This is an optimization exercise on Yosys and OpenROAD, whose aim is small area, not a production implementation. The RTL was checked by simulation tests, not by an equivalence proof against the original design. The flow treats the clock pin as an ideal source, which a real chip does not have. No activity file was given, so power comes from the tool's default toggle rates.

==> 01-22 <==
## all_modules
module all_modules
  (
  input TMBsig,
  input DTMBsig,
  input LAYERsig,
  input DTWHOLEsig,
  input RESET_INsig,
  input SIGM_INsig,
  input ID_INsig,
  input [1:0] XBAR_ADDRsig,
  input [5:0] AXsig,
  input [5:0] AYsig,
  input CEBsig,
  input RSTBsig,
  input WEBsig,
  input CMEBsig,
  input DINsig,
  input [63:0] CM_WLsig,
  input CD_TRANSsig,
  input [1:0] KERNEL_MODEsig,
  input [1:0] inputsig_control,
  input [11:0] inputsig_address,
  input [7:0] inputsig_id,
  input [63:0] inputsig_data_c,
  input [1:0] inputsig_xbar_address,
  input inputsig_data_w,
  input inputsig_flag,
  input [3:0] inputsig_sigmoid_threshold,
  input [1:0] inputsig_kernel_mode, 
  input inputsig_CD_trans,
  input CLK,
  input RESET,
  input [11:0] xb0_DO_CM, xb1_DO_CM, xb2_DO_CM, xb3_DO_CM,
  input xb0_DO_R, xb1_DO_R, xb2_DO_R, xb3_DO_R,
  output xb0_DIN, xb1_DIN, xb2_DIN, xb3_DIN,
  output [5:0] xb0_AX, xb1_AX, xb2_AX, xb3_AX,
  output [5:0] xb0_AY, xb1_AY, xb2_AY, xb3_AY,
  output xb0_WEB, xb1_WEB, xb2_WEB, xb3_WEB,
  output xb0_CMEB, xb1_CMEB, xb2_CMEB, xb3_CMEB,
  output [63:0] xb0_WL_CM, xb1_WL_CM, xb2_WL_CM, xb3_WL_CM,
  output xb0_CEB, xb1_CEB, xb2_CEB, xb3_CEB,
  output xb0_RSTB, xb1_RSTB, xb2_RSTB, xb3_RSTB,
  output reg [11:0] DO_CMpo,
  output reg DO_Rpo,
  output [7:0] output_id_2,
  output [63:0] output_data_c_2,
  output [1:0] output_control_2,
  output [11:0] output_address_2,
  output [1:0] output_xbar_address_2,
  output output_data_w_2,
  output output_data_r_2,
  output output_flag_2, 
  output [3:0] output_sigmoid_threshold_2
);
clock: 10.0 ns
lec_check: 0
cap_margin: 20
core_margin: 2
core_utilization: 65
cts_buf_list: sky130_fd_sc_hd__clkbuf_8
cts_cluster_diameter: 50
cts_cluster_size: 18
place_density: 0.75
slew_margin: 20
standard.sh (not shown) runs the stock make flow with config.mk's settings and CLKGATE_MAP_FILE= SYNTH_SCRIPT=/design/flow/synth_recipe.tcl, a recipe that flattens the netlist after the stock synthesis.
==> flow/flow/run.sh <==
#!/bin/bash
# Layout flow: the standard flow (standard.sh), with two changes:
#  - the clock inverter that synthesis puts in front of the (falling-edge) registers is not
#    cloned next to every register; CTS buffers the inverted clock net instead
#  - ports are buffered with sky130_fd_sc_hd__buf_1
set -euo pipefail
HERE=$(pwd)
export PRE_CTS_TCL="$HERE/flow/pre_cts.tcl"
export BUFFER_PORTS_ARGS="${BUFFER_PORTS_ARGS_OVERRIDE:--buffer_cell sky130_fd_sc_hd__buf_1}"
bash standard.sh > "$HERE/standard_flow.log" 2>&1
==> flow/flow/pre_cts.tcl <==
# Keep the single clock inverter: CTS then builds the tree on the inverted clock net.
proc repair_clock_inverters {args} {
  puts "repair_clock_inverters: skipped by the version's flow"
}
==> 11-21: changes against 01-22 <==
- CTS_BUF_LIST: sky130_fd_sc_hd__clkbuf_8 -> default
- CTS_CLUSTER_DIAMETER: 50 -> 45
- CTS_CLUSTER_SIZE: 18 -> 36
==> summary.txt <==
Outcome
  – Run status: complete, no violations

Final layout
  – Fill cell count: 5731

STA
  – Worst-Margin Slew: 1.160 ns

Power and ir drop
  – Clk pwr share: 30.0%

Routing
  – Via/cell ratio: 6.130
Source of the figures above: 01-22

==> summary.txt <==
Final layout
  – Fill cell count: 5423
  – Design Area, Final: 64810 µm²

STA
  – Hold slack: 0.2927 ns

Outcome
  – Run status: complete, no violations

Routing
  – Routed WL: 157500 µm

Power and ir drop
  – Clk pwr share: 39.3%

Floorplanning
  – Initial Util: 65.68%
Source of the figures above: 11-21



==> trial 97: inputs <==
Another version of the RTL of all_modules (not shown whole).
export LEC_CHECK = 0
export CAP_MARGIN = 5
export CORE_MARGIN = 2
export CORE_UTILIZATION = 65
export PLACE_DENSITY = 0.75
export SLEW_MARGIN = 5
create_clock -name core_clock -period 10.0 [get_ports {CLK}]
==> flow/flow/run.sh <==
#!/bin/bash
# Layout flow: the standard flow (standard.sh), with two changes:
#  - the clock inverter that synthesis puts in front of the (falling-edge) registers is not
#    cloned next to every register; CTS buffers the inverted clock net instead
#  - ports are buffered with sky130_fd_sc_hd__buf_1
set -euo pipefail
HERE=$(pwd)
export PRE_CTS_TCL="$HERE/flow/pre_cts.tcl"
export BUFFER_PORTS_ARGS="${BUFFER_PORTS_ARGS_OVERRIDE:--buffer_cell sky130_fd_sc_hd__buf_1}"
export CTS_ARGS="-sink_clustering_enable -repair_clock_nets -sink_clustering_size 18 -sink_clustering_max_diameter 50 -buf_list sky130_fd_sc_hd__clkbuf_8 -dont_use_dummy_load"
bash standard.sh > "$HERE/standard_flow.log" 2>&1
Scripts as last shown in full above: flow/flow/pre_cts.tcl
==> trial 85 (differences from trial 97) <==
--- a/flow/design.v
+++ b/flow/design.v
@@ -55,34 +55,32 @@
   localparam [1:0] COMPUTE = 2'b10, WRITE = 2'b01, READ = 2'b11, SLEEP = 2'b00;
   localparam [1:0] ENABLE = 2'b01, DISABLE = 2'b10;
   wire crst = RESET & ~DTMBsig;         
   wire rst  = RESET_INsig | crst;
   reg [6:0] cc;
   always @(negedge CLK)
     if (rst) cc <= 7'd0;
-    else     cc <= {cc[5:0], cc[6] ^ cc[5] ^ (cc[5:0] == 6'd0)};
+    else     cc <= cc + 7'd1;
   wire cc0 = (cc == 7'd0);
-  wire cc3 = (cc == 7'd4);
-  wire cc126 = (cc == 7'd96);
   reg [1:0] ic;
   always @(negedge CLK)
     if (rst) ic <= 2'd0;
     else     ic <= {ic[0], ~(ic[1] | ic[0])};
   wire ic0 = ~(ic[1] | ic[0]);
   wire ic1 = ic[0];
   wire ic2 = ic[1];
   reg [6:0] kc;
   reg kif, kff;
   wire [1:0] kms = DTMBsig ? KERNEL_MODEsig : inputsig_kernel_mode;
   always @(negedge CLK)
     if (rst) kc <= 7'd0;
     else if (kms == 2'b11) kc <= 7'd1;
-    else if ((kms == 2'b00 && kc == 7'd3) || (kms == 2'b01 && kc == 7'd11) ||
-             (kms == 2'b10 && kc == 7'd64)) kc <= 7'd0;
-    else kc <= {kc[5:0], kc[6] ^ kc[5] ^ (kc[5:0] == 6'd0)};
+    else if ((kms == 2'b00 && kc == 7'd8) || (kms == 2'b01 && kc == 7'd32) ||
+             (kms == 2'b10 && kc == 7'd127)) kc <= 7'd0;
+    else kc <= kc + 7'd1;
   always @(negedge CLK)
     if (rst) begin kif <= 1'b0; kff <= 1'b0; end
     else begin kif <= (kc == 7'd0); kff <= (kc != 7'd0); end
   reg [1:0]  i1_ctl;  reg [11:0] i1_addr; reg i1_w;
   reg [1:0]  i1_xb;   reg [3:0]  i1_sig;  reg i1_flag; reg [7:0] i1_id;
   reg        i1_cd;   reg [1:0]  i1_km;
   wire i1_tst = DTMBsig & ~RESET_INsig;
@@ -277,68 +275,52 @@
       end
     end else begin
       a1_pflag_r <= 1'b0; a1_prow_r <= 4'd0;
       if (a1_fctl == READ || a1_fctl == WRITE) a1_oflag <= 1'b1;
     end
   assign a1_pflag = a1_pflag_r;
   assign a1_prow  = a1_prow_r;
-  function integer dbs6;
-    input integer k;
-    integer i, st, fb;
-    begin
-      st = 0;
-      for (i = 0; i < k; i = i + 1) begin
-        fb = ((st >> 5) ^ (st >> 4)) & 1;
-        if ((st & 31) == 0) fb = fb ^ 1;
-        st = ((st << 1) | fb) & 63;
-      end
-      dbs6 = st;
-    end
-  endfunction
   reg [255:0] a1_rf;
   reg [5:0] a1_rfi;
   always @(negedge CLK)
     if (rst) a1_rfi <= 6'd0;
-    else if (ic2) a1_rfi <= {a1_rfi[4:0], a1_rfi[5] ^ a1_rfi[4] ^ (a1_rfi[4:0] == 5'd0)};
+    else if (ic2) a1_rfi <= a1_rfi + 6'd1;
   genvar e;
   generate for (e = 0; e < 64; e = e + 1) begin : a1_rfe
     always @(negedge CLK)
-      if (rst || (ic2 && a1_rfi == dbs6(e))) a1_rf[4*e+3:4*e] <= a1_res & {4{~rst}};
+      if (rst || (ic2 && a1_rfi == e)) a1_rf[4*e+3:4*e] <= a1_res & {4{~rst}};
   end endgenerate
-  wire a1_oc1 = a1_fcd & ~rst;
-  wire a1_oc2 = ~a1_fcd & ~rst;
   wire [67:0]  a1_p32 = a1_rf[67:0] | a1_rf[99:32];
   wire [79:0]  a1_q64 = a1_rf[79:0] | a1_rf[143:64];
   wire [63:0]  a1_r64 = a1_rf[191:128] | a1_rf[255:192];
-  wire a1_k0 = a1_oc1 & (a1_fkm == 2'b00);
-  wire a1_k1 = a1_oc1 & (a1_fkm == 2'b01);
-  wire a1_k2 = a1_oc1 & a1_fkm[1];
-  wire [63:0]  a1_pool = ({64{a1_k0}} & (a1_p32[63:0] | a1_p32[67:4])) |
-                         ({64{a1_k1}} & (a1_q64[63:0] | a1_q64[79:16])) |
-                         ({64{a1_k2}} & (a1_q64[63:0] | a1_r64));
+  wire [63:0]  a1_pool = (a1_fkm == 2'b00) ? (a1_p32[63:0] | a1_p32[67:4]) :
+                         (a1_fkm == 2'b01) ? (a1_q64[63:0] | a1_q64[79:16]) :
+                                             (a1_q64[63:0] | a1_r64);
   reg [1:0] a1_octl; reg [1:0] a1_oxb; reg a1_or;
   reg [63:0] a1_O, a1_Pr;   
   wire a1_wr = (a1_fctl == COMPUTE) && !a1_done && a1_new && ic2;
   always @(negedge CLK)
     if (rst) begin
       a1_oid <= 8'd0; a1_octl <= SLEEP; a1_oxb <= 2'd0; a1_or <= 1'b0;
     end else begin
       a1_oid <= a1_fid; a1_octl <= a1_fctl; a1_oxb <= a1_fxb;
       if (a1_fctl == READ && !a1_fxb[1]) a1_or <= a1_sr;
     end
+  wire a1_oc1 = a1_fcd & ~rst;
+  wire a1_oc2 = ~a1_fcd & ~rst;
   generate for (e = 0; e < 16; e = e + 1) begin : a1_og
     wire en = rst | (a1_wr & (a1_fcd ? (a1_fkm != 2'b11) : (a1_frow == e)));
     always @(negedge CLK)
-      if (en) a1_O[4*e+3:4*e] <= a1_pool[4*e+3:4*e] | (a1_res & {4{a1_oc2}});
+      if (en) a1_O[4*e+3:4*e] <= (a1_pool[4*e+3:4*e] & {4{a1_oc1}}) | (a1_res & {4{a1_oc2}});
   end endgenerate
   always @(negedge CLK) a1_Pr <= a1_Fn;
   assign a1_Pn = a1_Pr;
   reg [11:0] s_addr; reg s_w; reg [3:0] s_sig;
   always @(negedge CLK)
-    if (rst | cc126) {s_addr, s_w, s_sig} <= {f1_nad, f1_ndw, f1_nsig} & {17{~rst}};
+    if (rst | (cc == 7'd126)) {s_addr, s_w, s_sig} <= {f1_nad, f1_ndw, f1_nsig} & {17{~rst}};
   reg [1:0]  i2_ctl;  reg [11:0] i2_addr; reg i2_w; reg i2_r;
   reg [1:0]  i2_xb;   reg [3:0]  i2_sig;  reg i2_flag; reg [7:0] i2_id;
   wire i2_tst = DTMBsig & ~DTWHOLEsig & LAYERsig & ~rst;
   wire i2_lay = ~(DTMBsig & ~DTWHOLEsig & LAYERsig) & ~rst;
   wire [29:0] i2_tstv = {WEBsig, CMEBsig, AXsig, AYsig, DINsig, XBAR_ADDRsig, {4{SIGM_INsig}}, 1'b1,
                          7'b0, ID_INsig};
   wire [29:0] i2_layv = {a1_octl, s_addr, s_w, a1_oxb, s_sig, a1_oflag, a1_oid};
@@ -462,30 +444,32 @@
       {f2_Ah[7:2], f2_Am, f2_Ah[1:0]} <= i2_addr;
       f2_zhp <= 1'b0; f2_zhn <= 1'b0; f2_zmp <= 1'b0; f2_zmn <= 1'b0;
     end else if (i2_ctl == COMPUTE) begin
       f2_zmp <= 1'b1; f2_zmn <= 1'b1;
     end
   wire [11:0] f2_paddr = {f2_Ah[7:2] & {6{~f2_zhp}}, f2_Am & {4{~f2_zmp}}, f2_Ah[1:0] & {2{~f2_zhp}}};
   wire [11:0] f2_naddr = {f2_Ah[7:2] & {6{~f2_zhn}}, f2_Am & {4{~f2_zmn}}, f2_Ah[1:0] & {2{~f2_zhn}}};
-  reg [1:0] f2_nxb; reg [3:0] f2_nsig; reg f2_ndr;
+  reg [11:0] f2_nad; reg f2_ndw; reg [1:0] f2_nxb; reg [3:0] f2_nsig; reg f2_ndr;
   always @(negedge CLK)
     if (rst | IN2)
-      {f2_nxb, f2_nsig, f2_ndr} <= {i2_xb, i2_sig, i2_r} & {7{~rst}};
+      {f2_nad, f2_ndw, f2_nxb, f2_nsig, f2_ndr} <= {i2_addr, i2_w, i2_xb, i2_sig, i2_r} & {20{~rst}};
   reg [1:0] a2_fctl; reg [63:0] a2_Fn; reg [3:0] a2_frow;
   reg a2_sr; reg [7:0] a2_fid;
   always @(negedge CLK)
     if (rst) begin
       a2_fctl <= SLEEP; a2_fid <= 8'd0;
     end else begin
       a2_fctl <= f2_nctl; a2_fid <= f2_nid;
     end
-  reg [11:0] a2_oad; reg a2_ow; reg [1:0] a2_oxb; reg [3:0] a2_osig;
+  reg [11:0] a2_old_ad; reg a2_old_w; reg [1:0] a2_old_xb; reg [3:0] a2_old_sig;
   always @(negedge CLK)
-    if (rst | (cc3 & IN2))
-      {a2_oad, a2_ow, a2_oxb, a2_osig} <= {i2_addr, i2_w, i2_xb, i2_sig} & {19{~rst}};
+    if (cc == 7'd1) begin
+      a2_old_ad <= f2_nad; a2_old_w <= f2_ndw; a2_old_xb <= f2_nxb; a2_old_sig <= f2_nsig;
+    end
+  wire cc23 = (cc[6:1] == 6'd1);
   always @(negedge CLK) begin
     a2_Fn <= f2_Nn; a2_frow <= f2_nrow;
     a2_sr <= (f2_nxb == 2'b10) ? xb2_DO_R : (f2_nxb == 2'b11) ? xb3_DO_R : f2_ndr;
   end
   reg [3:0] a2_q0p, a2_q0n, a2_q2p, a2_q2n;
   wire [3:0] a2_R;
   generate for (g = 0; g < 4; g = g + 1) begin : a2_col
@@ -572,14 +556,14 @@
   assign xb2_WL_CM = ~(f2_Dn | {64{f2_dzp}});
   assign xb3_WL_CM = ~(f2_Dn | {64{f2_dzn}});
   assign xb2_CEB = f2_pen[1];        assign xb3_CEB = f2_nen[1];
   assign xb2_RSTB = f2_pen[0];       assign xb3_RSTB = f2_nen[0];
   assign output_id_2 = a2_oid;
   assign output_data_c_2 = a2_O;
   assign output_control_2 = a2_octl;
-  assign output_address_2 = a2_oad;
-  assign output_xbar_address_2 = a2_oxb;
-  assign output_data_w_2 = a2_ow;
+  assign output_address_2 = cc23 ? a2_old_ad : f2_nad;
+  assign output_xbar_address_2 = cc23 ? a2_old_xb : f2_nxb;
+  assign output_data_w_2 = cc23 ? a2_old_w : f2_ndw;
   assign output_data_r_2 = a2_or;
   assign output_flag_2 = a2_oflag;
-  assign output_sigmoid_threshold_2 = a2_osig;
+  assign output_sigmoid_threshold_2 = cc23 ? a2_old_sig : f2_nsig;
 endmodule
==> flow/flow/run.sh (replaced) <==
#!/bin/bash
# Layout flow: the standard flow (standard.sh), with two changes:
#  - the clock inverter that synthesis puts in front of the (falling-edge) registers is not
#    cloned next to every register; CTS buffers the inverted clock net instead
#  - ports are buffered with sky130_fd_sc_hd__buf_1
set -euo pipefail
HERE=$(pwd)
export PRE_CTS_TCL="$HERE/flow/pre_cts.tcl"
export BUFFER_PORTS_ARGS="${BUFFER_PORTS_ARGS_OVERRIDE:--buffer_cell sky130_fd_sc_hd__buf_1}"
export CTS_ARGS="-sink_clustering_enable -repair_clock_nets -sink_clustering_size 10 -sink_clustering_max_diameter 40 -buf_list sky130_fd_sc_hd__clkbuf_4 -dont_use_dummy_load"
bash standard.sh > "$HERE/standard_flow.log" 2>&1
CAP_MARGIN = 20   (was 5)
SLEW_MARGIN = 20   (was 5)
==> build 84 (differences from trial 97) <==
--- a/flow/design.v
+++ b/flow/design.v
@@ -59,14 +59,15 @@
   reg [6:0] cc;
   always @(negedge CLK)
     if (rst) cc <= 7'd0;
     else     cc <= {cc[5:0], cc[6] ^ cc[5] ^ (cc[5:0] == 6'd0)};
   wire cc0 = (cc == 7'd0);
   wire cc3 = (cc == 7'd4);
   wire cc126 = (cc == 7'd96);
+  wire cc127 = (cc == 7'd64);
   reg [1:0] ic;
   always @(negedge CLK)
     if (rst) ic <= 2'd0;
     else     ic <= {ic[0], ~(ic[1] | ic[0])};
   wire ic0 = ~(ic[1] | ic[0]);
   wire ic1 = ic[0];
   wire ic2 = ic[1];
@@ -112,15 +113,15 @@
   always @(negedge CLK) begin f1_Bn <= a1_Pn; f1_brow <= a1_prow; end
   wire FB1 = i1_cd ? f1_ffk : f1_fbf;
   wire IN1 = i1_cd ? f1_ifk : i1_flag;
   reg f1_ccb, f1_pw, f1_nw;
   reg [7:0] f1_nid;
   reg [1:0] f1_pen, f1_nen, f1_nctl, f1_pctl, f1_xctl;
   reg [3:0] f1_nrow;
-  reg [63:0] f1_Nn;    
+  reg f1_tz, f1_teq;
   always @(negedge CLK)
     if (RESET_INsig) begin
       f1_ccb <= 1'b0; f1_pw <= 1'b0; f1_nw <= 1'b0; f1_nid <= 8'd0; f1_pen <= DISABLE; f1_nen <= DISABLE;
       f1_nctl <= SLEEP; f1_nrow <= 4'd0; f1_pctl <= READ; f1_xctl <= READ;
     end else if (TMBsig) begin
       f1_ccb <= 1'b0; f1_nid <= 8'd0; f1_nctl <= SLEEP; f1_nrow <= 4'd0;
       if (XBAR_ADDRsig == 2'b00) begin
@@ -179,16 +180,18 @@
         end else begin
           f1_pen <= ENABLE; f1_nen <= ENABLE; f1_ccb <= 1'b0;
         end
       end
     end
   wire [63:0] f1_m = ~((f1_Bn & {64{FB1}}) | (i1_datn & {64{~FB1}}));
   wire f1_nz = RESET_INsig | TMBsig | crst;
-  always @(negedge CLK)
-    if (f1_nz | FB1 | IN1) f1_Nn <= ~(f1_m & {64{~f1_nz}});
+  always @(negedge CLK) begin
+    f1_tz <= f1_nz;
+    f1_teq <= ~f1_nz & (FB1 | IN1);
+  end
   reg [63:0] f1_Dn;    
   reg f1_dzp, f1_dzn;
   always @(negedge CLK) f1_Dn <= ~((CM_WLsig & {64{TMBsig}}) | (f1_m & {64{~TMBsig}}));
   always @(negedge CLK)
     if (RESET_INsig) begin f1_dzp <= 1'b1; f1_dzn <= 1'b1; end
     else if (TMBsig) begin f1_dzp <= (XBAR_ADDRsig != 2'b00); f1_dzn <= (XBAR_ADDRsig != 2'b01); end
     else begin f1_dzp <= crst; f1_dzn <= crst; end
@@ -210,19 +213,26 @@
       {f1_Ah[7:2], f1_Am, f1_Ah[1:0]} <= i1_addr;
       f1_zhp <= 1'b0; f1_zhn <= 1'b0; f1_zmp <= 1'b0; f1_zmn <= 1'b0;
     end else if (i1_ctl == COMPUTE) begin
       f1_zmp <= 1'b1; f1_zmn <= 1'b1;
     end
   wire [11:0] f1_paddr = {f1_Ah[7:2] & {6{~f1_zhp}}, f1_Am & {4{~f1_zmp}}, f1_Ah[1:0] & {2{~f1_zhp}}};
   wire [11:0] f1_naddr = {f1_Ah[7:2] & {6{~f1_zhn}}, f1_Am & {4{~f1_zmn}}, f1_Ah[1:0] & {2{~f1_zhn}}};
-  reg [11:0] f1_nad; reg f1_ndw; reg [1:0] f1_nxb; reg [3:0] f1_nsig; reg f1_ncd; reg [1:0] f1_nkm;
+  reg [1:0] f1_nxb; reg [3:0] f1_nsig; reg f1_ncd; reg [1:0] f1_nkm;
   always @(negedge CLK)
     if (rst | IN1)
-      {f1_nad, f1_ndw, f1_nxb, f1_nsig, f1_ncd, f1_nkm} <=
-        {i1_addr, i1_w, i1_xb, i1_sig, i1_cd, i1_km} & {22{~rst}};
+      {f1_nxb, f1_nsig, f1_ncd, f1_nkm} <= {i1_xb, i1_sig, i1_cd, i1_km} & {9{~rst}};
+  reg [11:0] x1_ad; reg x1_w; reg x1_late;
+  wire cc_late = cc126 | cc127;
+  always @(negedge CLK)
+    if (rst | cc0) x1_late <= 1'b0;
+    else if (cc_late & IN1) x1_late <= 1'b1;
+  always @(negedge CLK)
+    if (rst | (IN1 & ~cc_late) | (cc0 & x1_late))
+      {x1_ad, x1_w} <= {i1_addr, i1_w} & {13{~rst}};
   function sigm;
     input [2:0] p, n;
     input [3:0] t;
     reg [3:0] s;
     begin
       s = {1'b0, p} - {1'b0, n};
       case ({s[3], t[3]})
@@ -235,17 +245,19 @@
   endfunction
   reg [1:0] a1_fctl; reg [63:0] a1_Fn; reg [1:0] a1_fxb; reg [3:0] a1_frow;
   reg a1_sr; reg [7:0] a1_fid; reg a1_fcd; reg [1:0] a1_fkm;
   always @(negedge CLK)
     if (rst) begin a1_fctl <= SLEEP; a1_fxb <= 2'd0; a1_fid <= 8'd0; end
     else begin a1_fctl <= f1_nctl; a1_fxb <= f1_nxb; a1_fid <= f1_nid; end
   always @(negedge CLK) begin
-    a1_Fn <= f1_Nn; a1_frow <= f1_nrow; a1_fcd <= f1_ncd; a1_fkm <= f1_nkm;
+    a1_frow <= f1_nrow; a1_fcd <= f1_ncd; a1_fkm <= f1_nkm;
     a1_sr <= (f1_nxb == 2'b00) ? xb0_DO_R : xb1_DO_R;
   end
+  always @(negedge CLK)
+    if (f1_tz | f1_teq) a1_Fn <= f1_Dn | {64{f1_tz}};
   reg [3:0] a1_q0p, a1_q0n, a1_q2p, a1_q2n;
   wire [3:0] a1_R;
   genvar g;
   generate for (g = 0; g < 4; g = g + 1) begin : a1_col
     assign a1_R[g] = sigm({a1_q2p[g], xb0_DO_CM[g], a1_q0p[g]}, {a1_q2n[g], xb1_DO_CM[g], a1_q0n[g]}, f1_nsig);
   end endgenerate
   always @(negedge CLK) begin
@@ -290,23 +302,24 @@
         fb = ((st >> 5) ^ (st >> 4)) & 1;
         if ((st & 31) == 0) fb = fb ^ 1;
         st = ((st << 1) | fb) & 63;
       end
       dbs6 = st;
     end
   endfunction
-  reg [255:0] a1_rf;
+  reg [255:0] a1_rfn;    
+  wire [255:0] a1_rf = ~a1_rfn;
   reg [5:0] a1_rfi;
   always @(negedge CLK)
     if (rst) a1_rfi <= 6'd0;
     else if (ic2) a1_rfi <= {a1_rfi[4:0], a1_rfi[5] ^ a1_rfi[4] ^ (a1_rfi[4:0] == 5'd0)};
   genvar e;
   generate for (e = 0; e < 64; e = e + 1) begin : a1_rfe
     always @(negedge CLK)
-      if (rst || (ic2 && a1_rfi == dbs6(e))) a1_rf[4*e+3:4*e] <= a1_res & {4{~rst}};
+      if (rst || (ic2 && a1_rfi == dbs6(e))) a1_rfn[4*e+3:4*e] <= ~a1_res | {4{rst}};
   end endgenerate
   wire a1_oc1 = a1_fcd & ~rst;
   wire a1_oc2 = ~a1_fcd & ~rst;
   wire [67:0]  a1_p32 = a1_rf[67:0] | a1_rf[99:32];
   wire [79:0]  a1_q64 = a1_rf[79:0] | a1_rf[143:64];
   wire [63:0]  a1_r64 = a1_rf[191:128] | a1_rf[255:192];
   wire a1_k0 = a1_oc1 & (a1_fkm == 2'b00);
@@ -328,24 +341,24 @@
   generate for (e = 0; e < 16; e = e + 1) begin : a1_og
     wire en = rst | (a1_wr & (a1_fcd ? (a1_fkm != 2'b11) : (a1_frow == e)));
     always @(negedge CLK)
       if (en) a1_O[4*e+3:4*e] <= a1_pool[4*e+3:4*e] | (a1_res & {4{a1_oc2}});
   end endgenerate
   always @(negedge CLK) a1_Pr <= a1_Fn;
   assign a1_Pn = a1_Pr;
-  reg [11:0] s_addr; reg s_w; reg [3:0] s_sig;
+  reg [3:0] s_sig;
   always @(negedge CLK)
-    if (rst | cc126) {s_addr, s_w, s_sig} <= {f1_nad, f1_ndw, f1_nsig} & {17{~rst}};
+    if (rst | cc126) s_sig <= f1_nsig & {4{~rst}};
   reg [1:0]  i2_ctl;  reg [11:0] i2_addr; reg i2_w; reg i2_r;
   reg [1:0]  i2_xb;   reg [3:0]  i2_sig;  reg i2_flag; reg [7:0] i2_id;
   wire i2_tst = DTMBsig & ~DTWHOLEsig & LAYERsig & ~rst;
   wire i2_lay = ~(DTMBsig & ~DTWHOLEsig & LAYERsig) & ~rst;
   wire [29:0] i2_tstv = {WEBsig, CMEBsig, AXsig, AYsig, DINsig, XBAR_ADDRsig, {4{SIGM_INsig}}, 1'b1,
                          7'b0, ID_INsig};
-  wire [29:0] i2_layv = {a1_octl, s_addr, s_w, a1_oxb, s_sig, a1_oflag, a1_oid};
+  wire [29:0] i2_layv = {a1_octl, x1_ad, x1_w, a1_oxb, s_sig, a1_oflag, a1_oid};
   always @(negedge CLK)
     if (rst | cc0)
       {i2_ctl, i2_addr, i2_w, i2_xb, i2_sig, i2_flag, i2_id} <=
         (i2_tstv & {30{i2_tst}}) | (i2_layv & {30{i2_lay}});
   always @(negedge CLK)
     if (rst | (cc0 & ~(DTMBsig & ~DTWHOLEsig & LAYERsig))) i2_r <= a1_or & ~rst;
   reg [63:0] i2_datn;
@@ -364,15 +377,14 @@
   always @(negedge CLK) begin f2_Bn <= a2_Pn; f2_brow <= a2_prow; end
   wire FB2 = f2_fbf;
   wire IN2 = i2_flag;
   reg f2_ccb, f2_pw, f2_nw;
   reg [7:0] f2_nid;
   reg [1:0] f2_pen, f2_nen, f2_nctl, f2_pctl, f2_xctl;
   reg [3:0] f2_nrow;
-  reg [63:0] f2_Nn;
   always @(negedge CLK)
     if (RESET_INsig) begin
       f2_ccb <= 1'b0; f2_pw <= 1'b0; f2_nw <= 1'b0; f2_nid <= 8'd0; f2_pen <= DISABLE; f2_nen <= DISABLE;
       f2_nctl <= SLEEP; f2_nrow <= 4'd0; f2_pctl <= READ; f2_xctl <= READ;
     end else if (TMBsig) begin
       f2_ccb <= 1'b0; f2_nid <= 8'd0; f2_nctl <= SLEEP; f2_nrow <= 4'd0;
       if (XBAR_ADDRsig == 2'b10) begin
@@ -430,17 +442,14 @@
           f2_pen <= DISABLE; f2_nen <= DISABLE; f2_ccb <= 1'b1;
         end else begin
           f2_pen <= ENABLE; f2_nen <= ENABLE; f2_ccb <= 1'b0;
         end
       end
     end
   wire [63:0] f2_m = ~((f2_Bn & {64{FB2}}) | (i2_datn & {64{~FB2}}));
-  wire f2_nz = RESET_INsig | TMBsig | crst;
-  always @(negedge CLK)
-    if (f2_nz | FB2 | IN2) f2_Nn <= ~(f2_m & {64{~f2_nz}});
   reg [63:0] f2_Dn;    
   reg f2_dzp, f2_dzn;
   always @(negedge CLK) f2_Dn <= ~((CM_WLsig & {64{TMBsig}}) | (f2_m & {64{~TMBsig}}));
   always @(negedge CLK)
     if (RESET_INsig) begin f2_dzp <= 1'b1; f2_dzn <= 1'b1; end
     else if (TMBsig) begin f2_dzp <= (XBAR_ADDRsig != 2'b10); f2_dzn <= (XBAR_ADDRsig != 2'b11); end
     else begin f2_dzp <= crst; f2_dzn <= crst; end
@@ -479,15 +488,15 @@
       a2_fctl <= f2_nctl; a2_fid <= f2_nid;
     end
   reg [11:0] a2_oad; reg a2_ow; reg [1:0] a2_oxb; reg [3:0] a2_osig;
   always @(negedge CLK)
     if (rst | (cc3 & IN2))
       {a2_oad, a2_ow, a2_oxb, a2_osig} <= {i2_addr, i2_w, i2_xb, i2_sig} & {19{~rst}};
   always @(negedge CLK) begin
-    a2_Fn <= f2_Nn; a2_frow <= f2_nrow;
+    a2_Fn <= f2_Dn; a2_frow <= f2_nrow;
     a2_sr <= (f2_nxb == 2'b10) ? xb2_DO_R : (f2_nxb == 2'b11) ? xb3_DO_R : f2_ndr;
   end
   reg [3:0] a2_q0p, a2_q0n, a2_q2p, a2_q2n;
   wire [3:0] a2_R;
   generate for (g = 0; g < 4; g = g + 1) begin : a2_col
     assign a2_R[g] = sigm({a2_q2p[g], xb2_DO_CM[g], a2_q0p[g]}, {a2_q2n[g], xb3_DO_CM[g], a2_q0n[g]}, f2_nsig);
   end endgenerate
CAP_MARGIN = 20   (was 5)
CORE_UTILIZATION = 58   (was 65)
PLACE_DENSITY = 0.7   (was 0.75)
SLEW_MARGIN = 20   (was 5)
==> comparison table <==
| item | build 84 | trial 97 | trial 85 |
|---|---|---|---|
| Status | finished clean | finished clean | finished with violations |
| Violated checks | - | - | negative setup slack |
| Global-route usage over all layers | 33.6% | 34.8% | 34.2% |
| Internal cell power | 7880 uW | 8490 uW | 8360 uW |
| Net switching share of the total power | 26.0% | 25.5% | 26.2% |
| Power share of the clock group | 26.1% | 25.6% | 23.9% |
| Hold Slack | 0.251 ns | 0.291 ns | 0.252 ns |
| # diodes | 12 | 8 | 17 |
| Logic gate share of total power | 10.0% | 9.2% | 10.5% |
| Count of endpoints failing setup in the final report | 0 | 0 | 19 |
| Hold Path End | f2_Bn[38] | a2_Pr[53] | f2_Bn[3] |
| Register-to-Register Setup Slack | 6.86 ns | 6.77 ns | 7.02 ns |
| Post-Place Worst Slack | 0.799 ns | 0.735 ns | 0.731 ns |
| Worst rel slew slack | 25.8% | 15.2% | 27.6% |
| Number of nets in the layout | 5117 | 5140 | 5395 |
| Maximum net fanout on the critical path | 37 | 34 | 19 |
| WL met1 | 61600 um | 62100 um | 60500 um |
| Areal power density over the cells | 188 nW/um^2 | 187 nW/um^2 | 185 nW/um^2 |
| Number of global-route vias before repair | 33800 | 34200 | 36700 |
| EDFF count, synth | 729 | 806 | 819 |
| Total instance count after detailed placement | 5832 | 5832 | 6024 |
| Routing usage on met3 | 8.15% | 7.70% | 7.58% |
| Sequential share of power | 64.0% | 65.2% | 65.6% |
| Starting utilization of the core area | 58.7% | 65.8% | 65.7% |
